Background: an optimization exercise with open tools, aiming at small area, a short achievable clock period and few clock cycles. Do not read the settings as production practice.
The RTL was checked by simulation tests, not by an equivalence proof against the original design.

==> design.v <==
module multiplier (
    input  [15:0] a,
    input  [15:0] b,
    output [15:0] p
);
    wire [14:0] m;
    umul15 mag (.a(a[14:0]), .b(b[14:0]), .p(m));
    assign p = {a[15] ^ b[15], m};
endmodule
module umul15 (
    input  [14:0] a,
    input  [14:0] b,
    output [14:0] p
);
    wire [224:0] pp;
    genvar i, j;
    generate
        for (i = 0; i < 15; i = i + 1) begin : row
            for (j = 0; j < 15; j = j + 1) begin : col
                assign pp[i*15+j] = ~(a[i] & b[j]);
            end
        end
    endgenerate
    wire n1, n2;
    fadd h0 (.a(pp[13]), .b(pp[27]), .c(1'b1), .s(n1), .co(n2));
    wire n3, n4;
    fadd f1 (.a(pp[14]), .b(pp[28]), .c(pp[42]), .s(n3), .co(n4));
    wire n5, n6;
    fadd h2 (.a(pp[56]), .b(pp[70]), .c(1'b1), .s(n5), .co(n6));
    wire n7, n8;
    fadd f3 (.a(pp[29]), .b(pp[43]), .c(pp[57]), .s(n7), .co(n8));
    wire n9, n10;
    fadd h4 (.a(pp[71]), .b(pp[85]), .c(1'b1), .s(n9), .co(n10));
    wire n11, n12;
    fadd f5 (.a(pp[44]), .b(pp[58]), .c(pp[72]), .s(n11), .co(n12));
    wire n13, n14;
    fadd h6 (.a(pp[9]), .b(pp[23]), .c(1'b1), .s(n13), .co(n14));
    wire n15, n16;
    fadd f7 (.a(pp[10]), .b(pp[24]), .c(pp[38]), .s(n15), .co(n16));
    wire n17, n18;
    fadd h8 (.a(pp[52]), .b(pp[66]), .c(1'b1), .s(n17), .co(n18));
    wire n19, n20;
    fadd f9 (.a(pp[11]), .b(pp[25]), .c(pp[39]), .s(n19), .co(n20));
    wire n21, n22;
    fadd f10 (.a(pp[53]), .b(pp[67]), .c(pp[81]), .s(n21), .co(n22));
    wire n23, n24;
    fadd h11 (.a(pp[95]), .b(pp[109]), .c(1'b1), .s(n23), .co(n24));
    wire n25, n26;
    fadd f12 (.a(pp[12]), .b(pp[26]), .c(pp[40]), .s(n25), .co(n26));
    wire n27, n28;
    fadd f13 (.a(pp[54]), .b(pp[68]), .c(pp[82]), .s(n27), .co(n28));
    wire n29, n30;
    fadd f14 (.a(pp[96]), .b(pp[110]), .c(pp[124]), .s(n29), .co(n30));
    wire n31, n32;
    fadd h15 (.a(pp[138]), .b(pp[152]), .c(1'b1), .s(n31), .co(n32));
    wire n33, n34;
    fadd f16 (.a(n1), .b(pp[41]), .c(pp[55]), .s(n33), .co(n34));
    wire n35, n36;
    fadd f17 (.a(pp[69]), .b(pp[83]), .c(pp[97]), .s(n35), .co(n36));
    wire n37, n38;
    fadd f18 (.a(pp[111]), .b(pp[125]), .c(pp[139]), .s(n37), .co(n38));
    wire n39, n40;
    fadd f19 (.a(pp[153]), .b(pp[167]), .c(pp[181]), .s(n39), .co(n40));
    wire n41, n42;
    fadd f20 (.a(n3), .b(n5), .c(pp[84]), .s(n41), .co(n42));
    wire n43, n44;
    fadd f21 (.a(pp[98]), .b(pp[112]), .c(pp[126]), .s(n43), .co(n44));
    wire n45, n46;
    fadd f22 (.a(pp[140]), .b(pp[154]), .c(pp[168]), .s(n45), .co(n46));
    wire n47, n48;
    fadd f23 (.a(pp[182]), .b(pp[196]), .c(pp[210]), .s(n47), .co(n48));
    wire n49, n50;
    fadd f24 (.a(n7), .b(n9), .c(pp[99]), .s(n49), .co(n50));
    wire n51, n52;
    fadd f25 (.a(pp[113]), .b(pp[127]), .c(pp[141]), .s(n51), .co(n52));
    wire n53, n54;
    fadd f26 (.a(pp[155]), .b(pp[169]), .c(pp[183]), .s(n53), .co(n54));
    wire n55, n56;
    fadd f27 (.a(pp[197]), .b(pp[211]), .c(n4), .s(n55), .co(n56));
    wire n57, n58;
    fadd f28 (.a(n11), .b(pp[86]), .c(pp[100]), .s(n57), .co(n58));
    wire n59, n60;
    fadd f29 (.a(pp[114]), .b(pp[128]), .c(pp[142]), .s(n59), .co(n60));
    wire n61, n62;
    fadd f30 (.a(pp[156]), .b(pp[170]), .c(pp[184]), .s(n61), .co(n62));
    wire n63, n64;
    fadd f31 (.a(pp[198]), .b(pp[212]), .c(n8), .s(n63), .co(n64));
    wire n65, n66;
    fadd f32 (.a(pp[59]), .b(pp[73]), .c(pp[87]), .s(n65), .co(n66));
    wire n67, n68;
    fadd f33 (.a(pp[101]), .b(pp[115]), .c(pp[129]), .s(n67), .co(n68));
    wire n69, n70;
    fadd f34 (.a(pp[143]), .b(pp[157]), .c(pp[171]), .s(n69), .co(n70));
    wire n71, n72;
    fadd f35 (.a(pp[185]), .b(pp[199]), .c(pp[213]), .s(n71), .co(n72));
    wire n73, n74;
    fadd f36 (.a(pp[74]), .b(pp[88]), .c(pp[102]), .s(n73), .co(n74));
    wire n75, n76;
    fadd f37 (.a(pp[116]), .b(pp[130]), .c(pp[144]), .s(n75), .co(n76));
    wire n77, n78;
    fadd f38 (.a(pp[158]), .b(pp[172]), .c(pp[186]), .s(n77), .co(n78));
    wire n79, n80;
    fadd f39 (.a(pp[89]), .b(pp[103]), .c(pp[117]), .s(n79), .co(n80));
    wire n81, n82;
    fadd f40 (.a(pp[131]), .b(pp[145]), .c(pp[159]), .s(n81), .co(n82));
    wire n83, n84;
    fadd f41 (.a(pp[104]), .b(pp[118]), .c(pp[132]), .s(n83), .co(n84));
    wire n85, n86;
    fadd h42 (.a(pp[6]), .b(pp[20]), .c(1'b1), .s(n85), .co(n86));
    wire n87, n88;
    fadd f43 (.a(pp[7]), .b(pp[21]), .c(pp[35]), .s(n87), .co(n88));
    wire n89, n90;
    fadd h44 (.a(pp[49]), .b(pp[63]), .c(1'b1), .s(n89), .co(n90));
    wire n91, n92;
    fadd f45 (.a(pp[8]), .b(pp[22]), .c(pp[36]), .s(n91), .co(n92));
    wire n93, n94;
    fadd f46 (.a(pp[50]), .b(pp[64]), .c(pp[78]), .s(n93), .co(n94));
    wire n95, n96;
    fadd h47 (.a(pp[92]), .b(pp[106]), .c(1'b1), .s(n95), .co(n96));
    wire n97, n98;
    fadd f48 (.a(n13), .b(pp[37]), .c(pp[51]), .s(n97), .co(n98));
    wire n99, n100;
    fadd f49 (.a(pp[65]), .b(pp[79]), .c(pp[93]), .s(n99), .co(n100));
    wire n101, n102;
    fadd f50 (.a(pp[107]), .b(pp[121]), .c(pp[135]), .s(n101), .co(n102));
    wire n103, n104;
    fadd f51 (.a(n15), .b(n17), .c(pp[80]), .s(n103), .co(n104));
    wire n105, n106;
    fadd f52 (.a(pp[94]), .b(pp[108]), .c(pp[122]), .s(n105), .co(n106));
    wire n107, n108;
    fadd f53 (.a(pp[136]), .b(pp[150]), .c(n14), .s(n107), .co(n108));
    wire n109, n110;
    fadd f54 (.a(n19), .b(n21), .c(n23), .s(n109), .co(n110));
    wire n111, n112;
    fadd f55 (.a(pp[123]), .b(pp[137]), .c(pp[151]), .s(n111), .co(n112));
    wire n113, n114;
    fadd f56 (.a(pp[165]), .b(n16), .c(n18), .s(n113), .co(n114));
    wire n115, n116;
    fadd f57 (.a(n25), .b(n27), .c(n29), .s(n115), .co(n116));
    wire n117, n118;
    fadd f58 (.a(n31), .b(pp[166]), .c(pp[180]), .s(n117), .co(n118));
    wire n119, n120;
    fadd f59 (.a(n20), .b(n22), .c(n24), .s(n119), .co(n120));
    wire n121, n122;
    fadd f60 (.a(n33), .b(n35), .c(n37), .s(n121), .co(n122));
    wire n123, n124;
    fadd f61 (.a(n39), .b(pp[195]), .c(n26), .s(n123), .co(n124));
    wire n125, n126;
    fadd f62 (.a(n28), .b(n30), .c(n32), .s(n125), .co(n126));
    wire n127, n128;
    fadd f63 (.a(n41), .b(n43), .c(n45), .s(n127), .co(n128));
    wire n129, n130;
    fadd f64 (.a(n47), .b(n2), .c(n34), .s(n129), .co(n130));
    wire n131, n132;
    fadd f65 (.a(n36), .b(n38), .c(n40), .s(n131), .co(n132));
    wire n133, n134;
    fadd f66 (.a(n49), .b(n51), .c(n53), .s(n133), .co(n134));
    wire n135, n136;
    fadd f67 (.a(n55), .b(n6), .c(n42), .s(n135), .co(n136));
    wire n137, n138;
    fadd f68 (.a(n44), .b(n46), .c(n48), .s(n137), .co(n138));
    wire n139, n140;
    fadd f69 (.a(n57), .b(n59), .c(n61), .s(n139), .co(n140));
    wire n141, n142;
    fadd f70 (.a(n63), .b(n10), .c(n50), .s(n141), .co(n142));
    wire n143, n144;
    fadd f71 (.a(n52), .b(n54), .c(n56), .s(n143), .co(n144));
    wire n145, n146;
    fadd f72 (.a(n65), .b(n67), .c(n69), .s(n145), .co(n146));
    wire n147, n148;
    fadd f73 (.a(n71), .b(n12), .c(n58), .s(n147), .co(n148));
    wire n149, n150;
    fadd f74 (.a(n60), .b(n62), .c(n64), .s(n149), .co(n150));
    wire n151, n152;
    fadd f75 (.a(n73), .b(n75), .c(n77), .s(n151), .co(n152));
    wire n153, n154;
    fadd f76 (.a(pp[200]), .b(pp[214]), .c(n66), .s(n153), .co(n154));
    wire n155, n156;
    fadd f77 (.a(n68), .b(n70), .c(n72), .s(n155), .co(n156));
    wire n157, n158;
    fadd f78 (.a(n79), .b(n81), .c(pp[173]), .s(n157), .co(n158));
    wire n159, n160;
    fadd f79 (.a(pp[187]), .b(pp[201]), .c(pp[215]), .s(n159), .co(n160));
    wire n161, n162;
    fadd f80 (.a(n74), .b(n76), .c(n78), .s(n161), .co(n162));
    wire n163, n164;
    fadd f81 (.a(n83), .b(pp[146]), .c(pp[160]), .s(n163), .co(n164));
    wire n165, n166;
    fadd f82 (.a(pp[174]), .b(pp[188]), .c(pp[202]), .s(n165), .co(n166));
    wire n167, n168;
    fadd f83 (.a(pp[216]), .b(n80), .c(n82), .s(n167), .co(n168));
    wire n169, n170;
    fadd f84 (.a(pp[119]), .b(pp[133]), .c(pp[147]), .s(n169), .co(n170));
    wire n171, n172;
    fadd f85 (.a(pp[161]), .b(pp[175]), .c(pp[189]), .s(n171), .co(n172));
    wire n173, n174;
    fadd f86 (.a(pp[203]), .b(pp[217]), .c(n84), .s(n173), .co(n174));
    wire n175, n176;
    fadd f87 (.a(pp[134]), .b(pp[148]), .c(pp[162]), .s(n175), .co(n176));
    wire n177, n178;
    fadd f88 (.a(pp[176]), .b(pp[190]), .c(pp[204]), .s(n177), .co(n178));
    wire n179, n180;
    fadd f89 (.a(pp[149]), .b(pp[163]), .c(pp[177]), .s(n179), .co(n180));
    wire n181, n182;
    fadd h90 (.a(pp[4]), .b(pp[18]), .c(1'b1), .s(n181), .co(n182));
    wire n183, n184;
    fadd f91 (.a(pp[5]), .b(pp[19]), .c(pp[33]), .s(n183), .co(n184));
    wire n185, n186;
    fadd h92 (.a(pp[47]), .b(pp[61]), .c(1'b1), .s(n185), .co(n186));
    wire n187, n188;
    fadd f93 (.a(n85), .b(pp[34]), .c(pp[48]), .s(n187), .co(n188));
    wire n189, n190;
    fadd f94 (.a(pp[62]), .b(pp[76]), .c(pp[90]), .s(n189), .co(n190));
    wire n191, n192;
    fadd f95 (.a(n87), .b(n89), .c(pp[77]), .s(n191), .co(n192));
    wire n193, n194;
    fadd f96 (.a(pp[91]), .b(pp[105]), .c(n86), .s(n193), .co(n194));
    wire n195, n196;
    fadd f97 (.a(n91), .b(n93), .c(n95), .s(n195), .co(n196));
    wire n197, n198;
    fadd f98 (.a(pp[120]), .b(n88), .c(n90), .s(n197), .co(n198));
    wire n199, n200;
    fadd f99 (.a(n97), .b(n99), .c(n101), .s(n199), .co(n200));
    wire n201, n202;
    fadd f100 (.a(n92), .b(n94), .c(n96), .s(n201), .co(n202));
    wire n203, n204;
    fadd f101 (.a(n103), .b(n105), .c(n107), .s(n203), .co(n204));
    wire n205, n206;
    fadd f102 (.a(n98), .b(n100), .c(n102), .s(n205), .co(n206));
    wire n207, n208;
    fadd f103 (.a(n109), .b(n111), .c(n113), .s(n207), .co(n208));
    wire n209, n210;
    fadd f104 (.a(n104), .b(n106), .c(n108), .s(n209), .co(n210));
    wire n211, n212;
    fadd f105 (.a(n115), .b(n117), .c(n119), .s(n211), .co(n212));
    wire n213, n214;
    fadd f106 (.a(n110), .b(n112), .c(n114), .s(n213), .co(n214));
    wire n215, n216;
    fadd f107 (.a(n121), .b(n123), .c(n125), .s(n215), .co(n216));
    wire n217, n218;
    fadd f108 (.a(n116), .b(n118), .c(n120), .s(n217), .co(n218));
    wire n219, n220;
    fadd f109 (.a(n127), .b(n129), .c(n131), .s(n219), .co(n220));
    wire n221, n222;
    fadd f110 (.a(n122), .b(n124), .c(n126), .s(n221), .co(n222));
    wire n223, n224;
    fadd f111 (.a(n133), .b(n135), .c(n137), .s(n223), .co(n224));
    wire n225, n226;
    fadd f112 (.a(n128), .b(n130), .c(n132), .s(n225), .co(n226));
    wire n227, n228;
    fadd f113 (.a(n139), .b(n141), .c(n143), .s(n227), .co(n228));
    wire n229, n230;
    fadd f114 (.a(n134), .b(n136), .c(n138), .s(n229), .co(n230));
    wire n231, n232;
    fadd f115 (.a(n145), .b(n147), .c(n149), .s(n231), .co(n232));
    wire n233, n234;
    fadd f116 (.a(n140), .b(n142), .c(n144), .s(n233), .co(n234));
    wire n235, n236;
    fadd f117 (.a(n151), .b(n153), .c(n155), .s(n235), .co(n236));
    wire n237, n238;
    fadd f118 (.a(n146), .b(n148), .c(n150), .s(n237), .co(n238));
    wire n239, n240;
    fadd f119 (.a(n157), .b(n159), .c(n161), .s(n239), .co(n240));
    wire n241, n242;
    fadd f120 (.a(n152), .b(n154), .c(n156), .s(n241), .co(n242));
    wire n243, n244;
    fadd f121 (.a(n163), .b(n165), .c(n167), .s(n243), .co(n244));
    wire n245, n246;
    fadd f122 (.a(n158), .b(n160), .c(n162), .s(n245), .co(n246));
    wire n247, n248;
    fadd f123 (.a(n169), .b(n171), .c(n173), .s(n247), .co(n248));
    wire n249, n250;
    fadd f124 (.a(n164), .b(n166), .c(n168), .s(n249), .co(n250));
    wire n251, n252;
    fadd f125 (.a(n175), .b(n177), .c(pp[218]), .s(n251), .co(n252));
    wire n253, n254;
    fadd f126 (.a(n170), .b(n172), .c(n174), .s(n253), .co(n254));
    wire n255, n256;
    fadd f127 (.a(n179), .b(pp[191]), .c(pp[205]), .s(n255), .co(n256));
    wire n257, n258;
    fadd f128 (.a(pp[219]), .b(n176), .c(n178), .s(n257), .co(n258));
    wire n259, n260;
    fadd f129 (.a(pp[164]), .b(pp[178]), .c(pp[192]), .s(n259), .co(n260));
    wire n261, n262;
    fadd f130 (.a(pp[206]), .b(pp[220]), .c(n180), .s(n261), .co(n262));
    wire n263, n264;
    fadd h131 (.a(pp[3]), .b(pp[17]), .c(1'b1), .s(n263), .co(n264));
    wire n265, n266;
    fadd f132 (.a(n181), .b(pp[32]), .c(pp[46]), .s(n265), .co(n266));
    wire n267, n268;
    fadd f133 (.a(n183), .b(n185), .c(pp[75]), .s(n267), .co(n268));
    wire n269, n270;
    fadd f134 (.a(n187), .b(n189), .c(n184), .s(n269), .co(n270));
    wire n271, n272;
    fadd f135 (.a(n191), .b(n193), .c(n188), .s(n271), .co(n272));
    wire n273, n274;
    fadd f136 (.a(n195), .b(n197), .c(n192), .s(n273), .co(n274));
    wire n275, n276;
    fadd f137 (.a(n199), .b(n201), .c(n196), .s(n275), .co(n276));
    wire n277, n278;
    fadd f138 (.a(n203), .b(n205), .c(n200), .s(n277), .co(n278));
    wire n279, n280;
    fadd f139 (.a(n207), .b(n209), .c(n204), .s(n279), .co(n280));
    wire n281, n282;
    fadd f140 (.a(n211), .b(n213), .c(n208), .s(n281), .co(n282));
    wire n283, n284;
    fadd f141 (.a(n215), .b(n217), .c(n212), .s(n283), .co(n284));
    wire n285, n286;
    fadd f142 (.a(n219), .b(n221), .c(n216), .s(n285), .co(n286));
    wire n287, n288;
    fadd f143 (.a(n223), .b(n225), .c(n220), .s(n287), .co(n288));
    wire n289, n290;
    fadd f144 (.a(n227), .b(n229), .c(n224), .s(n289), .co(n290));
    wire n291, n292;
    fadd f145 (.a(n231), .b(n233), .c(n228), .s(n291), .co(n292));
    wire n293, n294;
    fadd f146 (.a(n235), .b(n237), .c(n232), .s(n293), .co(n294));
    wire n295, n296;
    fadd f147 (.a(n239), .b(n241), .c(n236), .s(n295), .co(n296));
    wire n297, n298;
    fadd f148 (.a(n243), .b(n245), .c(n240), .s(n297), .co(n298));
    wire n299, n300;
    fadd f149 (.a(n247), .b(n249), .c(n244), .s(n299), .co(n300));
    wire n301, n302;
    fadd f150 (.a(n251), .b(n253), .c(n248), .s(n301), .co(n302));
    wire n303, n304;
    fadd f151 (.a(n255), .b(n257), .c(n252), .s(n303), .co(n304));
    wire n305, n306;
    fadd f152 (.a(n259), .b(n261), .c(n256), .s(n305), .co(n306));
    wire n307, n308;
    fadd h153 (.a(pp[2]), .b(pp[16]), .c(1'b1), .s(n307), .co(n308));
    wire n309, n310;
    fadd f154 (.a(n263), .b(pp[31]), .c(pp[45]), .s(n309), .co(n310));
    wire n311, n312;
    fadd f155 (.a(n265), .b(pp[60]), .c(n264), .s(n311), .co(n312));
    wire n313, n314;
    fadd f156 (.a(n267), .b(n182), .c(n266), .s(n313), .co(n314));
    wire n315, n316;
    fadd f157 (.a(n269), .b(n186), .c(n268), .s(n315), .co(n316));
    wire n317, n318;
    fadd f158 (.a(n271), .b(n190), .c(n270), .s(n317), .co(n318));
    wire n319, n320;
    fadd f159 (.a(n273), .b(n194), .c(n272), .s(n319), .co(n320));
    wire n321, n322;
    fadd f160 (.a(n275), .b(n198), .c(n274), .s(n321), .co(n322));
    wire n323, n324;
    fadd f161 (.a(n277), .b(n202), .c(n276), .s(n323), .co(n324));
    wire n325, n326;
    fadd f162 (.a(n279), .b(n206), .c(n278), .s(n325), .co(n326));
    wire n327, n328;
    fadd f163 (.a(n281), .b(n210), .c(n280), .s(n327), .co(n328));
    wire n329, n330;
    fadd f164 (.a(n283), .b(n214), .c(n282), .s(n329), .co(n330));
    wire n331, n332;
    fadd f165 (.a(n285), .b(n218), .c(n284), .s(n331), .co(n332));
    wire n333, n334;
    fadd f166 (.a(n287), .b(n222), .c(n286), .s(n333), .co(n334));
    wire n335, n336;
    fadd f167 (.a(n289), .b(n226), .c(n288), .s(n335), .co(n336));
    wire n337, n338;
    fadd f168 (.a(n291), .b(n230), .c(n290), .s(n337), .co(n338));
    wire n339, n340;
    fadd f169 (.a(n293), .b(n234), .c(n292), .s(n339), .co(n340));
    wire n341, n342;
    fadd f170 (.a(n295), .b(n238), .c(n294), .s(n341), .co(n342));
    wire n343, n344;
    fadd f171 (.a(n297), .b(n242), .c(n296), .s(n343), .co(n344));
    wire n345, n346;
    fadd f172 (.a(n299), .b(n246), .c(n298), .s(n345), .co(n346));
    wire n347, n348;
    fadd f173 (.a(n301), .b(n250), .c(n300), .s(n347), .co(n348));
    wire n349, n350;
    fadd f174 (.a(n303), .b(n254), .c(n302), .s(n349), .co(n350));
    wire n351, n352;
    fadd f175 (.a(n305), .b(n258), .c(n304), .s(n351), .co(n352));
    wire [24:0] x = ~{n351, n349, n347, n345, n343, n341, n339, n337, n335, n333, n331, n329, n327, n325, n323, n321, n319, n317, n315, n313, n311, n309, n307, pp[1], pp[0]};
    wire [24:0] y = ~{n350, n348, n346, n344, n342, n340, n338, n336, n334, n332, n330, n328, n326, n324, n322, n320, n318, n316, n314, n312, n310, n308, pp[30], pp[15], 1'b1};
    wire [10:0] lo = x[9:0] + y[9:0];
    assign p = x[24:10] + y[24:10] + lo[10];
endmodule
module fadd (
    input  a,
    input  b,
    input  c,
    output s,
    output co
);
    assign s  = a ^ b ^ c;
    assign co = (a & b) | (a & c) | (b & c);
endmodule
module hadd_n (
    input  a,
    input  b,
    output s,
    output co
);
    assign s  = ~(a ^ b);
    assign co = a | b;
endmodule
module smacc (
    input  [15:0] acc,
    input  [15:0] p,
    output [15:0] res
);
    wire        az = ~(|acc[14:0]);
    wire        as = acc[15] & ~az;           
    wire        s  = p[15];
    wire [16:0] t  = {as, as, acc[14:0]} + {s, s, p[14:0] ^ {15{s}}} + {16'd0, s};
    assign res = {t[16], t[14:0]};
endmodule
module s1neuron #(parameter G = 2, parameter CW = 5) (
    input              clk,
    input  [CW-1:0]    cnt,
    input              busy,
    input  [127:0]     IN,
    input  [127:0]     Wr,
    output reg [15:0]  h
);
    localparam Q = 8 / G;
    localparam LG = (G <= 2) ? 1 : (G <= 4) ? 2 : 3;
    wire [CW-1:0] u = cnt;
    wire [LG-1:0] g = (G == 1) ? 0 : u[LG-1:0];
    reg  [16*Q-1:0] opx, opw;
    reg  [16*Q-1:0] prod;
    wire [16*Q-1:0] pw;
    reg  [15:0] acc;
    genvar i;
    generate
        for (i = 0; i < Q; i = i + 1) begin : lane
            always @(posedge clk) begin
                opx[16*i +: 16] <= IN[16*(g*Q+i) +: 16];
                opw[16*i +: 16] <= Wr[16*(g*Q+i) +: 16];
            end
            multiplier mul (.a(opx[16*i +: 16]), .b(opw[16*i +: 16]), .p(pw[16*i +: 16]));
        end
    endgenerate
    always @(posedge clk) prod <= pw;
    wire [CW-1:0] u2 = cnt - 2;
    wire          act = (cnt >= 2) && (cnt < 8*G+2);
    wire          first = (G == 1) ? 1'b1 : (u2[LG-1:0] == 0);
    wire          last  = (G == 1) ? 1'b1 : (u2[LG-1:0] == G-1);
    wire [16*(Q+1)-1:0] chain;
    assign chain[15:0] = first ? 16'd0 : acc;
    generate
        for (i = 0; i < Q; i = i + 1) begin : fold
            smacc add (.acc(chain[16*i +: 16]), .p(prod[16*i +: 16]), .res(chain[16*(i+1) +: 16]));
        end
    endgenerate
    wire [15:0] s = chain[16*Q +: 16];
    always @(posedge clk) begin
        if (act) acc <= s;
        if (act && last) h <= s[15] ? 16'd0 : s;
    end
endmodule
module rmac #(parameter G = 2) (
    input              clk,
    input              act,
    input  [G-1:0]     sel,
    input              first,
    input              last,
    input  [15:0]      w,
    input  [15:0]      h,
    output reg [16*G-1:0] y,
    output reg [G-1:0] neg
);
    wire [15:0] p, s;
    reg  [15:0] cur;
    integer k;
    always @* begin
        cur = 16'd0;
        for (k = 0; k < G; k = k + 1)
            if (sel[k]) cur = y[16*k +: 16];
    end
    multiplier mul (.a(w), .b(h), .p(p));
    smacc add (.acc(first ? 16'd0 : cur), .p(p), .res(s));
    always @(posedge clk)
        for (k = 0; k < G; k = k + 1)
            if (act && sel[k]) begin
                y[16*k +: 16] <= s;
                neg[k] <= last & s[15];
            end
endmodule
module s2neuron #(parameter G = 2, parameter CW = 5) (
    input              clk,
    input  [CW-1:0]    cnt,
    input  [127:0]     Wc,
    input  [15:0]      h,
    output [127:0]     Y
);
    localparam Q = 8 / G;
    localparam LG = (G <= 2) ? 1 : (G <= 4) ? 2 : 3;
    wire [CW-1:0] v = cnt - (G + 1);
    wire [LG-1:0] g = (G == 1) ? 0 : v[LG-1:0];
    wire [CW-1:0] v2 = cnt - (G + 2);
    wire          act = (cnt >= G+2) && (cnt < 9*G+2);
    wire [LG-1:0] g2 = (G == 1) ? 0 : v2[LG-1:0];
    wire          first = (v2 < G);
    wire          last  = (v2 >= 7*G);
    wire [G-1:0]  sel = 1 << g2;
    reg  [16*Q-1:0] opw;
    wire [16*8-1:0] y;
    wire [7:0]      neg;
    genvar i, k;
    generate
        for (i = 0; i < Q; i = i + 1) begin : lane
            wire [16*G-1:0] ly;
            wire [G-1:0]    lneg;
            always @(posedge clk) opw[16*i +: 16] <= Wc[16*(g*Q+i) +: 16];
            rmac #(G) mac (.clk(clk), .act(act), .sel(sel), .first(first), .last(last),
                           .w(opw[16*i +: 16]), .h(h), .y(ly), .neg(lneg));
            for (k = 0; k < G; k = k + 1) begin : out
                assign y[16*(k*Q+i) +: 16] = ly[16*k +: 16];
                assign neg[k*Q+i] = lneg[k];
            end
        end
        for (i = 0; i < 8; i = i + 1) begin : relu
            assign Y[16*i +: 16] = neg[i] ? 16'd0 : y[16*i +: 16];
        end
    endgenerate
endmodule
module ctrl #(parameter G = 2, parameter CW = 5) (
    input               clk,
    input               reset,
    input               start,
    output reg          done,
    output reg [CW-1:0] cnt,
    output reg          busy,
    output reg [3:0]    addr_r,
    output reg [3:0]    addr_c
);
    localparam LAST = 9*G+1;
    localparam LG = (G <= 2) ? 1 : (G <= 4) ? 2 : 3;
    reg [CW-1:0] nxt;
    reg [CW-1:0] vn;
    always @* begin
        nxt = cnt;
        if (reset)
            nxt = 0;
        else if (start)
            nxt = busy ? 0 : 1;
        else if (busy)
            nxt = (cnt == LAST) ? 0 : cnt + 1'b1;
        vn = nxt - (G + 1);
    end
    always @(posedge clk) begin
        cnt    <= nxt;
        addr_r <= (nxt < 8*G) ? {1'b0, nxt[LG+2:LG]} : 4'd0;
        addr_c <= {1'b0, vn[LG+2:LG]};
        if (reset) begin
            busy <= 1'b0;
            done <= 1'b0;
        end else if (start) begin
            busy <= 1'b1;
            done <= 1'b0;
        end else if (busy && cnt == LAST) begin
            busy <= 1'b0;
            done <= 1'b1;
        end
    end
endmodule
module top (
    input          clk,
    input          reset,
    input          start,
    input  [127:0] IN,
    output [3:0]   addr_r,
    output [3:0]   addr_c,
    input  [127:0] Wr,
    input  [127:0] Wc,
    output         done,
    output [127:0] Y
);
    localparam G  = 2;
    localparam CW = 5;
    wire [CW-1:0] cnt;
    wire          busy;
    wire [15:0]   h;
    ctrl #(G, CW) ctrl_path (.clk(clk), .reset(reset), .start(start),
                             .done(done), .cnt(cnt), .busy(busy),
                             .addr_r(addr_r), .addr_c(addr_c));
    s1neuron #(G, CW) s1n (.clk(clk), .cnt(cnt), .busy(busy), .IN(IN), .Wr(Wr),
                           .h(h));
    s2neuron #(G, CW) s2n (.clk(clk), .cnt(cnt), .Wc(Wc), .h(h),
                           .Y(Y));
endmodule
==> flow/run.sh <==
#!/bin/bash
set -euo pipefail
bash standard.sh SETUP_SLACK_MARGIN=26.8 finish > standard_flow.log 2>&1
==> standard.sh <==
#!/bin/bash
# synth_recipe.tcl (not shown) runs the flow's synth.tcl, then flattens the netlist and writes it again
# the make line also repeats each setting of config.mk as NAME=value (left out here)
make -C /OpenROAD-flow-scripts/flow DESIGN_CONFIG=/design/flow/config.mk WORK_HOME=/design/flow/orfs CLKGATE_MAP_FILE= SYNTH_SCRIPT=/design/flow/synth_recipe.tcl "${@:-finish}"
==> config.mk <==
export PLATFORM = sky130hd
export DESIGN_NAME = top
export DESIGN_NICKNAME = top
export VERILOG_FILES = /design/flow/design.v
export SDC_FILE = /design/flow/constraint.sdc
export NUM_CORES = 4
export LEC_CHECK = 0
export CAP_MARGIN = 20
export CORE_MARGIN = 2
export CORE_UTILIZATION = 45
export PLACE_DENSITY = 0.6
export SLEW_MARGIN = 20
export SYNTH_HIERARCHICAL = 1
export SYNTH_MINIMUM_KEEP_SIZE = 0
==> constraint.sdc <==
create_clock -name core_clock -period 35.0 [get_ports {clk}]
set_input_delay 7.0000 -clock core_clock [delete_from_list [all_inputs] [get_ports {clk}]]
set_output_delay 7.0000 -clock core_clock [all_outputs]
set_load 0.01 [all_outputs]
==> results.txt, run 1 <==
status=complete, no violations; Vias=50866; top cells by area, synth=fa_1 (43%), nand2_1 (10%), dfxtp_1 (8.1%); Final Setup Violations=0; Critical Path Source=s2n.lane[0].mac.neg[0]; Startpoint Class=flop; Final Core Density=51.9%; synthesis-stage register bit count=436; CTS sink cnt=436; Req. time, crit path=28000 ps; Post-Synthesis Cell Area=66700 um^2; fraction of layout cells with a size suffix above 1=10.4%; Clock Pin Slew Worst Setup and Hold Paths=60 ps; final std cells w/o fill=approximately 9100; drt pass-1 iters=6; final net count=between 9000 and 10000; Worst setup EP type=output pin; initial core utilization=45.2%; post-synthesis sequential area ratio=15.6%; cells along the critical path=buf_6, nor2b_1, buf_2; Max Clk Rate=~120 MHz; Most used DFF post-synth=dfxtp_1; Final period util=24.6%; H-Tree Depth=2; CTS Buf Count=57; final wirelength=192000 um; Slew HR=between 20% and 30%; CP Max Fanout=6; Synthesis Warnings=10; Slew @ Worst Pin=~1100 ps; Die Height=around 400 um; reg2reg start=s1n.h[6]; post-layout minimum cycle time=approximately 8600 ps; initial antenna violation count=1; cell family with most CP delay=flip-flops; post-route DRC violation count=0; Root Driver=clkbuf_16; hold_buf cts=0; GP Congestion=0.912; Antenna Nets Post-Route=0; vias in the first global route=around 55000; n_diodes=0; DP HPWL=approximately 140000 um; WL/cell=~21 um; Yosys cell types=65; slowest stage delay, CP=470 ps; post-synthesis cell count=6630; DIE AREA=151000 um^2; CTS tree=built; PortBufs=around 520; Initial DRC Count=between 3000 and 4000; CTS max path bufs=3; Buf/Inv on CP=2; Post-synth ARST share=0%; Critical Path Slowest Stage Cell=edfxtp_1; Placed Instances=around 9000; skew final=47.0 ps; Commonest cells post-synth=nand2_1 (1842), fa_1 (1432), inv_1 (415); number of synthesized flops with an enable pin=~170; Pins Over Slew Limit=0; Synth top area share=43.0%; Critical Path AT=1620 ps; # rows=141; most frequent cell after synthesis=nand2_1; Syn Area/Cell=10.1 um^2; worst-skew pair later-pin latency=700 ps; die span in x=389 um; Setup CP Type=reg -> out; vias per std cell=5.59; Area Overhead vs Synth=14.8%; Max Cap Viol=0; total global routing overflow=0; Fin Hold WS=486 ps; setup TNS=0 ps; first-pass GRT wire length=305000 um; worst hold path type=reg -> reg; io pins=524; RSZ-0062 raised after global routing=yes; Hold Crit Start=ctrl_path.done; largest net degree at the start of global routing=58; Hold Fails Final Rpt=0; core area=approximately 150000 um^2; Total GRT Usage=25.6%; leading area contributor after synthesis=fa_1
## per-module statistics from Yosys, one instance, submodules excluded, a selection
module / flops+latches / cells inside / copies in the design
umul15: 0 / 402 / 8
smacc: 0 / 125 / 8
fadd: 0 / 1 / 1408
multiplier: 0 / 1 / 8
## cell usage in the layout, fill, tap and decap left out, types with 24 or more instances in the layout
cell             count
a211o_1             40
xor2_1             175
nor4_1              55
dfxtp_1            255
conb_1             115
a21oi_1            138
o31ai_1             32
mux2_2             200
nor2b_4             35
nand3_1             96
clkdlybuf4s50_1    386
and2_1              44
xnor2_1            113
edfxtp_1           167
nor2b_1            129
fa_1              1432
clkdlybuf4s15_2     43
o21a_1              41
nor3_1              77
ha_1               290
o21ai_0             57
nor2_1             141
a21o_1              49
buf_2               63
buf_4               87
a211oi_1            24
a31oi_1             57
clkbuf_16           63
inv_1              415
nand2_1           1842
buf_6               47
a32o_2              60
## sequential cells by signal, summed over array words and instances (netlist names), 3 cells and up
signal,count
s2n.lane.mac.y,128
s1n.opw,64
s1n.opx,64
s1n.prod,64
s2n.opw,64
s1n.acc,16
s1n.h,15
s2n.lane.mac.neg,8
ctrl_path.cnt,5
ctrl_path.addr_c,3
ctrl_path.addr_r,3
## tightest hold or removal path, cell delays in order, from the launching register on
cell and delay (ps):
dfxtp_2 330, nor2_1 40, nor2_1 80
## per-layer routing
| layer | GRT usage [%] | wire [um] |
|---|---|---|
| met2 | 42.7 | 91900 |
| met4 | 8.66 | 6640 |
| met1 | 34.0 | 78800 |
| met5 | 0 | 13 |
| met3 | 4.06 | 15000 |
## path summary, 6_finish.rpt
path,slack [ps],cells past startpoint,endpoint
worst max-delay path,26380,3,Y[11]
worst min-delay path,490,2,ctrl_path.done
worst max register to register,27130,28,s2n.lane[3].mac.y[14]
worst min register to register,490,2,ctrl_path.done
## kinds of logic after synthesis
group | Yosys count | share of synthesized area (%)
simple gates | 2575 | 16.7
fa+ha+maj | 1724 | 48.5
buf+inv | 729 | 4.51
compound gates | 644 | 7.15
flops | 436 | 15.6
xor+xnor | 294 | 3.86
mux | 218 | 3.65
other cells | 10 | 0.0563
## layout make-up
cell class / count / area [um^2]
Clock buffer: 66 / 1550
Clock inverter: 41 / 423
Fill cell: 13413 / 70900
Inverter: 415 / 1560
Multi-Input combinational cell: 5570 / 54000
Sequential cell: 436 / 10400
Tap cell: 1930 / 2410
Timing Repair Buffer: 641 / 6190
## through the flow
step / cell area [um^2] / worst slack, ps
2_1_floorplan: 67100 / 27070
3_3_place_gp: 74000 / 26550
3_5_place_dp: 74000 / 26480
4_1_cts: 76100 / 26330
5_1_grt: 76600 / 26310
6_report: 76600 / 26380
## repair_timing
item | CTS | global route
resized for setup | 490 | 186
buffers inserted | 16 | 4
endpoints found under the setup margin | 149 | 185
cloned | 2 | 5
pin swaps | 0 | 1
Testbench counts, summed over its fixed seeds: cycles 10,240.
==> run 2, diff against run 1 <==
--- a/design.v
+++ b/design.v
@@ -461,6 +461,5 @@
     input  [15:0]      w,
     input  [15:0]      h,
-    output reg [16*G-1:0] y,
-    output reg [G-1:0] neg
+    output reg [16*G-1:0] y
 );
     wire [15:0] p, s;
@@ -477,6 +476,5 @@
         for (k = 0; k < G; k = k + 1)
             if (act && sel[k]) begin
-                y[16*k +: 16] <= s;
-                neg[k] <= last & s[15];
+                y[16*k +: 16] <= (last && s[15]) ? 16'd0 : s;
             end
 endmodule
@@ -499,22 +497,15 @@
     wire [G-1:0]  sel = 1 << g2;
     reg  [16*Q-1:0] opw;
-    wire [16*8-1:0] y;
-    wire [7:0]      neg;
     genvar i, k;
     generate
         for (i = 0; i < Q; i = i + 1) begin : lane
             wire [16*G-1:0] ly;
-            wire [G-1:0]    lneg;
             always @(posedge clk) opw[16*i +: 16] <= Wc[16*(g*Q+i) +: 16];
             rmac #(G) mac (.clk(clk), .act(act), .sel(sel), .first(first), .last(last),
-                           .w(opw[16*i +: 16]), .h(h), .y(ly), .neg(lneg));
+                           .w(opw[16*i +: 16]), .h(h), .y(ly));
             for (k = 0; k < G; k = k + 1) begin : out
-                assign y[16*(k*Q+i) +: 16] = ly[16*k +: 16];
-                assign neg[k*Q+i] = lneg[k];
+                assign Y[16*(k*Q+i) +: 16] = ly[16*k +: 16];
             end
         end
-        for (i = 0; i < 8; i = i + 1) begin : relu
-            assign Y[16*i +: 16] = neg[i] ? 16'd0 : y[16*i +: 16];
-        end
     endgenerate
 endmodule
@@ -531,29 +522,24 @@
     localparam LAST = 9*G+1;
     localparam LG = (G <= 2) ? 1 : (G <= 4) ? 2 : 3;
-    reg [CW-1:0] nxt;
-    reg [CW-1:0] vn;
-    always @* begin
-        nxt = cnt;
-        if (reset)
-            nxt = 0;
-        else if (start)
-            nxt = busy ? 0 : 1;
-        else if (busy)
-            nxt = (cnt == LAST) ? 0 : cnt + 1'b1;
-        vn = nxt - (G + 1);
-    end
+    wire [CW-1:0] inc = cnt + 1'b1;
+    wire [CW-1:0] vn  = inc - (G + 1);
     always @(posedge clk) begin
-        cnt    <= nxt;
-        addr_r <= (nxt < 8*G) ? {1'b0, nxt[LG+2:LG]} : 4'd0;
+        addr_r <= (reset || !busy || inc >= 8*G) ? 4'd0 : {1'b0, inc[LG+2:LG]};
         addr_c <= {1'b0, vn[LG+2:LG]};
         if (reset) begin
             busy <= 1'b0;
+            cnt  <= 0;
             done <= 1'b0;
         end else if (start) begin
             busy <= 1'b1;
+            cnt  <= busy ? {CW{1'b1}} : 1;
             done <= 1'b0;
-        end else if (busy && cnt == LAST) begin
-            busy <= 1'b0;
-            done <= 1'b1;
+        end else if (busy) begin
+            if (cnt == LAST) begin
+                busy <= 1'b0;
+                cnt  <= 0;
+                done <= 1'b1;
+            end else
+                cnt <= inc;
         end
     end
==> run 2 against run 1 <==
Net effect:
- first-iteration DRC count fell by 1.9%
- still clean
- sequential cell count down 8
- critical path depth is 2 lower
==> results.txt, run 2 <==
Die Height=387 um (was 389 um); core area=146000 um^2 (was 147000 um^2); RSZ-0062 raised after global routing=yes (unchanged); cell family with most CP delay=flip-flops (unchanged); vias in the first global route=54770 (was 55142); Total GRT Usage=25.5% (was 25.6%); initial antenna violation count=3 (was 1); Vias=50534 (was 50866); WL/cell=21.0 um (was 21.1 um); CP endpoint=Y[125] (was Y[11]); die span in x=387 um (was 389 um); Final Setup Violations=0 (unchanged); Slew HR=34.8% (was 27.4%); most frequent cell after synthesis=nand2_1 (unchanged); worst-case reg-to-reg path depth=24 (was 28); Max Clk Rate=120 MHz (was 116 MHz); Hold Fails Final Rpt=0 (unchanged); Antenna Nets Post-Route=0 (unchanged); Max Cap Viol=0 (unchanged); top cells by area, synth=fa_1 (43%), nand2_1 (10%), dfxtp_1 (8.2%) (was fa_1 (43%), nand2_1 (10%), dfxtp_1 (8.1%)); Area Overhead vs Synth=14.4% (was 14.8%); most common cell after layout, fill and taps aside=nand2_1 (unchanged); max FFs per register=128 (unchanged); initial core utilization=45.3% (was 45.2%); total global routing overflow=0 (unchanged); Synth top area share=43.4% (was 43.0%); status=complete, no violations (unchanged); slowest stage delay, CP=460 ps (was 470 ps); Post-synth ARST share=0% (unchanged); Buf/Inv on CP=1 (was 2); CTS tree=built (unchanged); most frequent cells in the layout=nand2_1 (1841), fa_1 (1432), inv_1 (418) (was nand2_1 (1842), fa_1 (1432), inv_1 (415)); Critical Path AT=1350 ps (was 1620 ps); leading area contributor after synthesis=fa_1 (unchanged); H-Tree Depth=2 (unchanged); post-layout minimum cycle time=8350 ps (was 8620 ps); r2r setup slk=27100 ps (was 27130 ps); n_diodes=0 (unchanged); critical path depth in cells=1 (was 3); reg2reg start=s1n.h[10] (was s1n.h[6]); largest net degree at the start of global routing=68 (was 58); CTS sink cnt=428 (was 436); number of synthesized flops with an enable pin=159 (was 167); Slew @ Worst Pin=977 ps (was 1090 ps); Yosys cell types=73 (was 65); Req. time, crit path=28000 ps (about the same); cells along the critical path=buf_2 (was buf_6, nor2b_1, buf_2); Critical Path Slowest Stage Cell=edfxtp_1 (unchanged); hold_buf cts=0 (unchanged); Post-Synthesis Cell Area=66100 um^2 (was 66700 um^2); post-route DRC violation count=0 (unchanged); Initial DRC Count=3422 (was 3488); skew final=39.4 ps (was 47.0 ps); Most flops, register=s2n.lane.mac.y (unchanged); Synthesis Warnings=10 (unchanged); final net count=9208 (was 9232); # rows=140 (was 141); fraction of layout cells with a size suffix above 1=9.56% (was 10.4%); post-synthesis sequential area ratio=15.4% (was 15.6%); Final Core Density=51.9% (about the same); worst hold path type=reg -> reg (unchanged); post-synthesis cell count=6564 (was 6630); PortBufs=521 (unchanged); first-pass GRT wire length=302000 um (was 305000 um); CTS Buf Count=54 (was 57); FF-to-FF End=s2n.lane[3].mac.y[13] (was s2n.lane[3].mac.y[14]); Commonest cells post-synth=nand2_1 (1845), fa_1 (1432), inv_1 (418) (was nand2_1 (1842), fa_1 (1432), inv_1 (415)); Clock Pin Slew Worst Setup and Hold Paths=60 ps (about the same); drt pass-1 iters=6 (unchanged); Worst setup EP type=output pin (unchanged); synthesis-stage register bit count=428 (was 436); Final period util=23.9% (was 24.6%); worst-skew pair later-pin latency=710 ps (was 700 ps); CP Max Fanout=2 (was 6); Startpoint Class=flop (unchanged); final wirelength=190000 um (was 192000 um); Syn Area/Cell=10.1 um^2 (about the same); Critical Path Source=s2n.lane[3].mac.y[29] (was s2n.lane[0].mac.neg[0]); io pins=524 (unchanged); Most used DFF post-synth=dfxtp_1 (unchanged); DP HPWL=142000 um (was 143000 um); CTS max path bufs=3 (unchanged); Pins Over Slew Limit=0 (unchanged); setup TNS=0 ps (unchanged); vias per std cell=5.58 (was 5.59); Root Driver=clkbuf_16 (unchanged); DIE AREA=150000 um^2 (was 151000 um^2); Setup CP Type=reg -> out (unchanged); GP Congestion=0.889 (was 0.912)
## run 2: cell types whose count changed in the layout (fill, tap and decap cells not counted), moves of 8 or more
cell             delta
buf_4              +56
edfxtp_1            -8
buf_6              -18
and2_1             +51
nor2b_2            -15
clkdlybuf4s15_2    -43
a32o_2             -60
nor2b_1            -86
a32o_1             +60
nor2b_4            -31
buf_2              +51
## run 2: worst min path at each step
stage	to	cells past startpoint	startpoint	slack, ps
floorplan	s1n.prod[15]	1	s1n.opx[15]	410
global placement	s1n.prod[63]	1	s1n.opx[63]	470
detailed placement	s1n.prod[63]	1	s1n.opx[63]	470
CTS	s1n.prod[63]	1	s1n.opw[63]	470
global route	s1n.prod[63]	1	s1n.opw[63]	490
finish	s1n.prod[63]	1	s1n.opw[63]	460
## run 2: through the flow
step | hold slack [ps] | worst slack (ps) | std cells | cell area (um^2)
after detailed placement | 466 | 26240 | 8861 | 73100
after global placement | 469 | 26240 | 8861 | 73100
final | 457 | 26650 | 9060 | 75600
after CTS | 465 | 26610 | 9015 | 74800
after floorplan | 406 | 27370 | 6669 | 66500
after global routing | 488 | 26630 | 9060 | 75600
## run 2: layout make-up
type / count / area (um^2)
Clock buffer: 62 / 1440
Inverter: 418 / 1570
Sequential cell: 428 / 10200
Tap cell: 1917 / 2400
Timing Repair Buffer: 687 / 6180
Fill cell: 13301 / 70200
Multi-Input combinational cell: 5508 / 53400
Clock inverter: 40 / 435
## run 2: kinds of logic (layout without fill, tap and decap cells)
group	count (synthesis)	after routing	synth area share (%)
DFF	428	428	15.4
xor gates and xnor gates	294	294	3.92
adders and majority gates	1724	1724	48.9
and+or+nand+nor	2509	2509	16.2
AOI/OAI and AO/OA	649	649	7.18
other	10	115	0.0568
buffers and inverters	733	1207	4.66
muxes	217	217	3.67
## run 2: modules after synthesis (local to each module, per instance), excerpt
| module | cells inside | cell area, um^2 | flops+latches |
|---|---|---|---|
| umul15 | 402 | 1950 | 0 |
| fadd | 1 | 20.0 | 0 |
| multiplier | 1 | 8.76 | 0 |
| smacc | 125 | 937 | 0 |
## run 2: repair_timing
item                                    4_1_cts  5_1_grt
endpoints found under the setup margin      259      256
cloned                                        0        3
setup buffers                                52       42
resized for setup                           574       80
pin swaps                                     0        1
## run 2: per-layer routing
layer | wire [um] | global-route usage [%]
met5 | 11 | 0
met4 | 6210 | 7.94
met3 | 13800 | 4.17
met2 | 92900 | 43.5
met1 | 77400 | 33.2
Testbench counts of run 2, summed over its fixed seeds: cycles 10,240.
==> run 3, diff against run 2 <==
--- a/design.v
+++ b/design.v
@@ -389,24 +389,4 @@
     assign co = (a & b) | (a & c) | (b & c);
 endmodule
-module hadd_n (
-    input  a,
-    input  b,
-    output s,
-    output co
-);
-    assign s  = ~(a ^ b);
-    assign co = a | b;
-endmodule
-module smacc (
-    input  [15:0] acc,
-    input  [15:0] p,
-    output [15:0] res
-);
-    wire        az = ~(|acc[14:0]);
-    wire        as = acc[15] & ~az;           
-    wire        s  = p[15];
-    wire [16:0] t  = {as, as, acc[14:0]} + {s, s, p[14:0] ^ {15{s}}} + {16'd0, s};
-    assign res = {t[16], t[14:0]};
-endmodule
 module s1neuron #(parameter G = 2, parameter CW = 5) (
     input              clk,
@@ -425,4 +405,15 @@
     wire [16*Q-1:0] pw;
     reg  [15:0] acc;
+    function [15:0] smacc;
+        input [15:0] acc;
+        input [15:0] p;
+        reg         as;
+        reg  [16:0] t;
+        begin
+            as = acc[15] & (|acc[14:0]);       
+            t  = {as, as, acc[14:0]} + {p[15], p[15], p[14:0] ^ {15{p[15]}}} + {16'd0, p[15]};
+            smacc = {t[16], t[14:0]};
+        end
+    endfunction
     genvar i;
     generate
@@ -444,5 +435,5 @@
     generate
         for (i = 0; i < Q; i = i + 1) begin : fold
-            smacc add (.acc(chain[16*i +: 16]), .p(prod[16*i +: 16]), .res(chain[16*(i+1) +: 16]));
+            assign chain[16*(i+1) +: 16] = smacc(chain[16*i +: 16], prod[16*i +: 16]);
         end
     endgenerate
@@ -466,4 +457,15 @@
     reg  [15:0] cur;
     integer k;
+    function [15:0] smacc;
+        input [15:0] acc;
+        input [15:0] p;
+        reg         as;
+        reg  [16:0] t;
+        begin
+            as = acc[15] & (|acc[14:0]);       
+            t  = {as, as, acc[14:0]} + {p[15], p[15], p[14:0] ^ {15{p[15]}}} + {16'd0, p[15]};
+            smacc = {t[16], t[14:0]};
+        end
+    endfunction
     always @* begin
         cur = 16'd0;
@@ -472,5 +474,5 @@
     end
     multiplier mul (.a(w), .b(h), .p(p));
-    smacc add (.acc(first ? 16'd0 : cur), .p(p), .res(s));
+    assign s = smacc(first ? 16'd0 : cur, p);
     always @(posedge clk)
         for (k = 0; k < G; k = k + 1)
==> run 3 against run 2 <==
Net effect:
- still clean
- wire length down 2.1%
- global-route usage fell by 0.36 points
- sequential share of layout area is essentially flat
- hold slack improved by 34 ps
- clock-buffer cell count rose by 7
- critical path depth unchanged
- register-to-register slack about the same
- cell count down 0.19%
- clock skew fell by 0.77 ps
- critical path type unchanged
- highest routed layer is now met4
==> results.txt, run 3 <==
post-route DRC violation count=0 (unchanged); adder-cell share of the synthesized area=49.4% (was 48.9%); Syn Area/Cell=9.98 um^2 (was 10.1 um^2); worst-skew pair later-pin latency=680 ps (was 710 ps); n_diodes=0 (unchanged); Clock Pin Slew Worst Setup and Hold Paths=70 ps (was 60 ps); H-Tree Depth=2 (unchanged); Setup CP Type=reg -> out (unchanged); CP Max Fanout=2 (unchanged); Post-Synthesis Cell Area=65500 um^2 (was 66100 um^2); PortBufs=521 (unchanged); Final Core Density=52.4% (was 51.9%); DIE AREA=149000 um^2 (was 150000 um^2); post-synthesis cell count=6562 (was 6564); fill cell count=13192 (was 13301); initial antenna violation count=0 (was 3); Critical Path Slowest Stage Cell=edfxtp_1 (unchanged); vias per std cell=5.49 (was 5.58); drt pass-1 iters=5 (was 6); largest net degree at the start of global routing=66 (was 68); hold_buf cts=0 (unchanged); WL/cell=20.6 um (was 21.0 um); Critical Path AT=1320 ps (was 1350 ps); Total GRT Usage=25.1% (was 25.5%); Worst setup EP type=output pin (unchanged); Startpoint Class=flop (unchanged); RSZ-0062 raised after global routing=yes (unchanged); skew final=38.7 ps (was 39.4 ps); post-synthesis sequential area ratio=15.5% (was 15.4%); Post-synth ARST share=0% (unchanged); slowest stage delay, CP=470 ps (was 460 ps); GP Congestion=0.880 (was 0.889); Initial DRC Count=3167 (was 3422); cells along the critical path=buf_6 (was buf_2); Post-Synth Simple-Gate Area=16.1% (was 16.2%); fraction of layout cells with a size suffix above 1=9.50% (was 9.56%); Antenna Nets Post-Route=0 (unchanged); Most flops, register=s2n.lane.mac.y (unchanged); Hold Fails Final Rpt=0 (unchanged); CTS max path bufs=3 (unchanged); Commonest cells post-synth=nand2_1 (1856), fa_1 (1432), inv_1 (420) (was nand2_1 (1845), fa_1 (1432), inv_1 (418)); Buf/Inv on CP=1 (unchanged); Max Clk Rate=120 MHz (about the same); CTS sink cnt=428 (unchanged); number of synthesized flops with an enable pin=159 (unchanged); vias in the first global route=54226 (was 54770); Slew HR=25.5% (was 34.8%); Req. time, crit path=28000 ps (about the same); multi-input logic area=53000 um^2 (was 53400 um^2); leading area contributor after synthesis=fa_1 (unchanged); CTS Buf Count=54 (unchanged); Die Height=385 um (was 387 um); most frequent cells in the layout=nand2_1 (1856), fa_1 (1432), inv_1 (420) (was nand2_1 (1841), fa_1 (1432), inv_1 (418)); worst hold path type=reg -> reg (unchanged); most frequent cell after synthesis=nand2_1 (unchanged); DP HPWL=137000 um (was 142000 um); total global routing overflow=0 (unchanged); status=complete, no violations (unchanged); Final period util=23.8% (was 23.9%); final wirelength=186000 um (was 190000 um); Most used DFF post-synth=dfxtp_1 (unchanged); die span in x=385 um (was 387 um); post-synthesis compound-gate area fraction=6.83% (was 7.18%); io pins=524 (unchanged); main combinational cell family by area after synthesis=adder cells (unchanged); Max Cap Viol=0 (unchanged); XOR/XNOR Fraction of Synth Area=4.17% (was 3.92%); top cells by area, synth=fa_1 (44%), nand2_1 (11%), dfxtp_1 (8.2%) (was fa_1 (43%), nand2_1 (10%), dfxtp_1 (8.2%)); Yosys cell types=89 (was 73); Vias=49688 (was 50534); final net count=9205 (was 9208); setup TNS=0 ps (unchanged); Seq. cell area=10200 um^2 (about the same); CTS tree=built (unchanged); Root Driver=clkbuf_16 (unchanged); mux cell area share after synthesis=3.56% (was 3.67%); post-layout minimum cycle time=8320 ps (was 8350 ps); Synth top area share=43.8% (was 43.4%); Area Overhead vs Synth=15.1% (was 14.4%); most common cell after layout, fill and taps aside=nand2_1 (unchanged); Pins Over Slew Limit=0 (unchanged); core area=144000 um^2 (was 146000 um^2); first-pass GRT wire length=294000 um (was 302000 um); # rows=139 (was 140); synthesis-stage register bit count=428 (unchanged); Synthesis Warnings=10 (unchanged); Final Setup Violations=0 (unchanged); Slew @ Worst Pin=1120 ps (was 977 ps); cell family with most CP delay=flip-flops (unchanged); max FFs per register=128 (unchanged); initial core utilization=45.5% (was 45.3%)
## run 3: cell count changes after synthesis, moves of 34 or more
cell and change:
and2_1 -64, nor4_1 -34, nor2_1 +90, nand2b_1 +35
a22oi_1 +56, a32o_1 -60
## run 3: kinds of logic (layout without fill, tap and decap cells)
logic type	Yosys count	count (layout)
mux	209	209
other cells	10	115
compound gates	634	634
flops	428	428
xor+xnor	305	305
buf+inv	736	1209
simple gates	2516	2516
fa+ha+maj	1724	1724
## run 3: per-stage QoR
step | hold slack, ps | cells | setup WS [ps] | instance area, um^2
after floorplan | 406 | 6667 | 27370 | 65900
after global placement | 500 | 8857 | 26630 | 72800
after detailed placement | 508 | 8857 | 26550 | 72800
after CTS | 505 | 9008 | 26630 | 74700
after global routing | 509 | 9043 | 26630 | 75400
final | 491 | 9043 | 26680 | 75400
## run 3: final cells by class
class,instances,area share [%]
clock buffers,69,2.06
clock inverters,33,0.616
inverters,420,2.09
multi-input cells,5503,70.3
flip-flops and latches,428,13.5
well taps,1903,3.16
repair buffers,687,8.27
## run 3: path summary, 6_finish.rpt
check             cells after the start                  start                     to  slack (ps)
setup reg to reg                     23              s1n.h[10]  s2n.lane[1].mac.y[14]       27100
hold reg to reg                       1            s1n.opx[63]           s1n.prod[63]         490
hold / removal                        1            s1n.opx[63]           s1n.prod[63]         490
setup / recovery                      1  s2n.lane[2].mac.y[11]                  Y[43]       26680
## run 3: metal layers
| metal | wire length (um) | vias to the layer above | GRT usage (%) |
|---|---|---|---|
| li1 | - | 22006 | - |
| met1 | 75500 | 25491 | 32.9 |
| met2 | 93000 | 1889 | 43.8 |
| met3 | 12700 | 302 | 3.24 |
| met4 | 5130 | 0 | 6.72 |
| met5 | 0 | - | 0 |
## run 3: modules after synthesis, one instance, submodules excluded, excerpt
| module | cells inside | flops+latches | cell area (um^2) | copies in the design |
|---|---|---|---|---|
| fadd | 1 | 0 | 20.0 | 1408 |
| multiplier | 1 | 0 | 8.76 | 8 |
| umul15 | 402 | 0 | 1950 | 8 |
## run 3: repair_timing
item / CTS / global route
gates resized for setup: 575 / 86
setup endpoints to repair: 255 / 270
setup buffers: 49 / 28
pin swaps: 0 / 2
cloned: 0 / 7
Testbench counts of run 3, summed over its fixed seeds: cycles 10,240.
==> run 4, diff against run 3 <==
==> flow/run.sh (replaced) <==
#!/bin/bash
set -euo pipefail
bash standard.sh "BUFFER_PORTS_ARGS=-buffer_cell sky130_fd_sc_hd__buf_1" \
    SETUP_SLACK_MARGIN=26.8 finish > standard_flow.log 2>&1
==> run 4 against run 3 <==
Net effect:
- critical path type unchanged
- cell count is 0.43% lower
- synthesized area stayed put
- highest routed layer is now met5
- non-clock buffer count fell by 39
==> results.txt, run 4 <==
status=complete, no violations (unchanged); mux cell area share after synthesis=3.56% (unchanged); Critical Path Source=s2n.lane[2].mac.y[29] (was s2n.lane[2].mac.y[11]); Critical Path AT=1390 ps (was 1320 ps); core area=144000 um^2 (unchanged); Synth top area share=43.8% (unchanged); post-route DRC violation count=0 (unchanged); DP HPWL=135000 um (was 137000 um); max FFs per register=128 (unchanged); RSZ-0062 raised after global routing=yes (unchanged); Req. time, crit path=28000 ps (about the same); Max Cap Viol=0 (unchanged); worst-case reg-to-reg path depth=28 (was 23); largest net degree at the start of global routing=78 (was 66); slowest stage delay, CP=520 ps (was 470 ps); Worst setup EP type=output pin (unchanged); reg2reg start=s1n.h[4] (was s1n.h[10]); setup TNS=0 ps (unchanged); Initial DRC Count=3268 (was 3167); cell family with most CP delay=flip-flops (unchanged); r2r setup slk=27120 ps (was 27100 ps); first-pass GRT wire length=286000 um (was 294000 um); Most used DFF post-synth=dfxtp_1 (unchanged); number of synthesized flops with an enable pin=159 (unchanged); Seq. cell area=10200 um^2 (about the same); post-synthesis cell count=6562 (unchanged); PortBufs=521 (unchanged); io pins=524 (unchanged); Final Core Density=50.3% (was 52.4%); critical path depth in cells=1 (unchanged); Placed Instances=8843 (was 8857); post-synthesis sequential area ratio=15.5% (unchanged); Slew @ Worst Pin=1090 ps (was 1120 ps); cells along the critical path=buf_6 (unchanged); Critical Path Slowest Stage Cell=edfxtp_1 (unchanged); Post-Synthesis Cell Area=65500 um^2 (unchanged); skew final=32.0 ps (was 38.7 ps); Commonest cells post-synth=nand2_1 (1856), fa_1 (1432), inv_1 (420) (unchanged); Antenna Nets Post-Route=0 (unchanged); Area Overhead vs Synth=10.7% (was 15.1%); vias in the first global route=52700 (was 54226); # rows=139 (unchanged); vias per std cell=5.48 (was 5.49); met3 routed WL=13000 um (was 12700 um); initial core utilization=45.5% (unchanged); drt pass-1 iters=5 (unchanged); CTS Buf Count=55 (was 54); main combinational cell family by area after synthesis=adder cells (unchanged); most common cell after layout, fill and taps aside=nand2_1 (unchanged); synthesis-stage register bit count=428 (unchanged); CTS tree=built (unchanged); Pins Over Slew Limit=0 (unchanged); CTS max path bufs=3 (unchanged); post-synthesis compound-gate area fraction=6.83% (unchanged); met2 routed wirelength=89600 um (was 93000 um); Clock Pin Slew Worst Setup and Hold Paths=70 ps (about the same); Vias=49337 (was 49688); Post-Synth Simple-Gate Area=16.1% (unchanged); H-Tree Depth=2 (unchanged); GP Congestion=0.892 (was 0.880); most frequent cells in the layout=nand2_1 (1856), fa_1 (1432), inv_1 (420) (unchanged); CP endpoint=Y[109] (was Y[43]); Max Clk Rate=119 MHz (was 120 MHz); Root Driver=clkbuf_16 (unchanged); final net count=9167 (was 9205); Slew HR=26.9% (was 25.5%); CP Max Fanout=2 (unchanged); most frequent cell after synthesis=nand2_1 (unchanged); Most flops, register=s2n.lane.mac.y (unchanged); total global routing overflow=0 (unchanged); Startpoint Class=flop (unchanged); worst-skew pair later-pin latency=690 ps (was 680 ps); fraction of layout cells with a size suffix above 1=8.93% (was 9.50%); Die Height=385 um (unchanged); Post-Route M1 WL=73200 um (was 75500 um); adder-cell share of the synthesized area=49.4% (unchanged); Buf/Inv on CP=1 (unchanged); XOR/XNOR Fraction of Synth Area=4.17% (unchanged); post-layout minimum cycle time=8390 ps (was 8320 ps); Hold Fails Final Rpt=0 (unchanged); Total GRT Usage=24.5% (was 25.1%); Post-synth ARST share=0% (unchanged); DIE AREA=149000 um^2 (unchanged); Final period util=24.0% (was 23.8%); worst hold path type=reg -> reg (unchanged); Final Setup Violations=0 (unchanged); initial antenna violation count=2 (was 0); Synthesis Warnings=10 (unchanged); WL/cell=20.1 um (was 20.6 um); Top Metal Used=met5 (was met4); fill cell count=13371 (was 13192); Setup CP Type=reg -> out (unchanged); leading area contributor after synthesis=fa_1 (unchanged); final wirelength=181000 um (was 186000 um); n_diodes=0 (unchanged); die span in x=385 um (unchanged); top cells by area, synth=fa_1 (44%), nand2_1 (11%), dfxtp_1 (8.2%) (unchanged); CTS sink cnt=428 (unchanged); FF-to-FF End=s2n.lane[0].mac.y[13] (was s2n.lane[1].mac.y[14]); Syn Area/Cell=9.98 um^2 (unchanged); final std cells w/o fill=9004 (was 9043); multi-input logic area=53000 um^2 (about the same); Yosys cell types=89 (unchanged)
run 4: cell counts after synthesis:
Identical to the previous run, type by type.
run 4: kinds of logic (layout without fill, tap and decap cells):
| group | Yosys count | in the layout |
|---|---|---|
| mux | 209 | 209 |
| buf+inv | 736 | 1170 |
| flops | 428 | 428 |
| other cells | 10 | 115 |
| xor+xnor | 305 | 305 |
| compound gates | 634 | 634 |
| fa+ha+maj | 1724 | 1724 |
| simple gates | 2516 | 2516 |
run 4: area by class of cell:
cell class                      instances  share of cell area [%]
Clock inverter                         41                   0.530
Multi-Input combinational cell       5503                    73.1
Sequential cell                       428                    14.1
Clock buffer                           61                    2.00
Inverter                              420                    2.18
Timing Repair Buffer                  648                    4.86
Tap cell                             1903                    3.29
run 4: how the worst min path moves through the flow:
stage,start,endpoint,cells past startpoint
after floorplan,s1n.opx[15],s1n.prod[15],1
after global placement,s1n.opx[63],s1n.prod[63],1
after detailed placement,s1n.opx[63],s1n.prod[63],1
after CTS,s1n.opx[47],s1n.prod[47],1
after global routing,s1n.opx[63],s1n.prod[63],1
final,s1n.opx[47],s1n.prod[47],1
run 4: timing repair:
item,in CTS,in global routing
endpoints found under the hold margin,0,0
cloned,0,8
endpoints found under the setup margin,251,270
pin swaps,0,3
hold buffers,0,0
gates resized for setup,57,181
buffers inserted,24,27
run 4: metal layers:
metal,vias to the layer above,track usage [%]
met5,-,0
met4,2,7.22
met3,269,3.41
met2,1948,42.1
met1,25167,32.2
li1,21951,-
run 4: Yosys stat by module (local to each module, per instance), a selection:
module,copies in the design,cell area [um^2],cells,flops+latches
fadd,1408,20.0,1,0
multiplier,8,8.76,1,0
umul15,8,1950,402,0
run 4: through the flow:
step | instance area [um^2] | hold WS, ps | setup WS (ps)
5_1_grt | 72500 | 511 | 26590
2_1_floorplan | 65900 | 406 | 27370
6_report | 72500 | 504 | 26610
3_3_place_gp | 69500 | 499 | 26740
3_5_place_dp | 69500 | 494 | 26580
4_1_cts | 71600 | 509 | 26560

## what the ideal ports hide
Ports are ideal in the flow. The routed layouts listed here were re-timed in OpenROAD.
Step 1 sets driving cells, clkbuf_16 on the clock port and buf_2 on the other inputs (assumed; they add their load-dependent delay and slew).
Step 2 adds t to the input delays and takes it off the output delays; t is the mean of the earliest and latest rising clock arrival at the registers after step 1. Input paths then give back, and output paths get back, about the clock's delay inside the block.
a / b / c = no drivers / after step 1 / after step 2; a / b = the first two.
| run | t, ns | slack for setup (ns) | slew at the worst register clock pin (ns) | worst data-port slew with drivers (ns) |
|---|---|---|---|---|
| run 1 | 0.750 | 26.378 / 26.305 / 26.592 | 0.07 / 0.07 | 0.09 |
| run 2 | 0.767 | 26.650 / 26.576 / 26.836 | 0.07 / 0.07 | 0.21 |
| run 3 | 0.737 | 26.682 / 26.602 / 26.798 | 0.08 / 0.08 | 0.10 |
| run 4 | 0.745 | 26.615 / 26.538 / 27.124 | 0.07 / 0.07 | 0.11 |
After both steps every run listed still meets setup and hold.
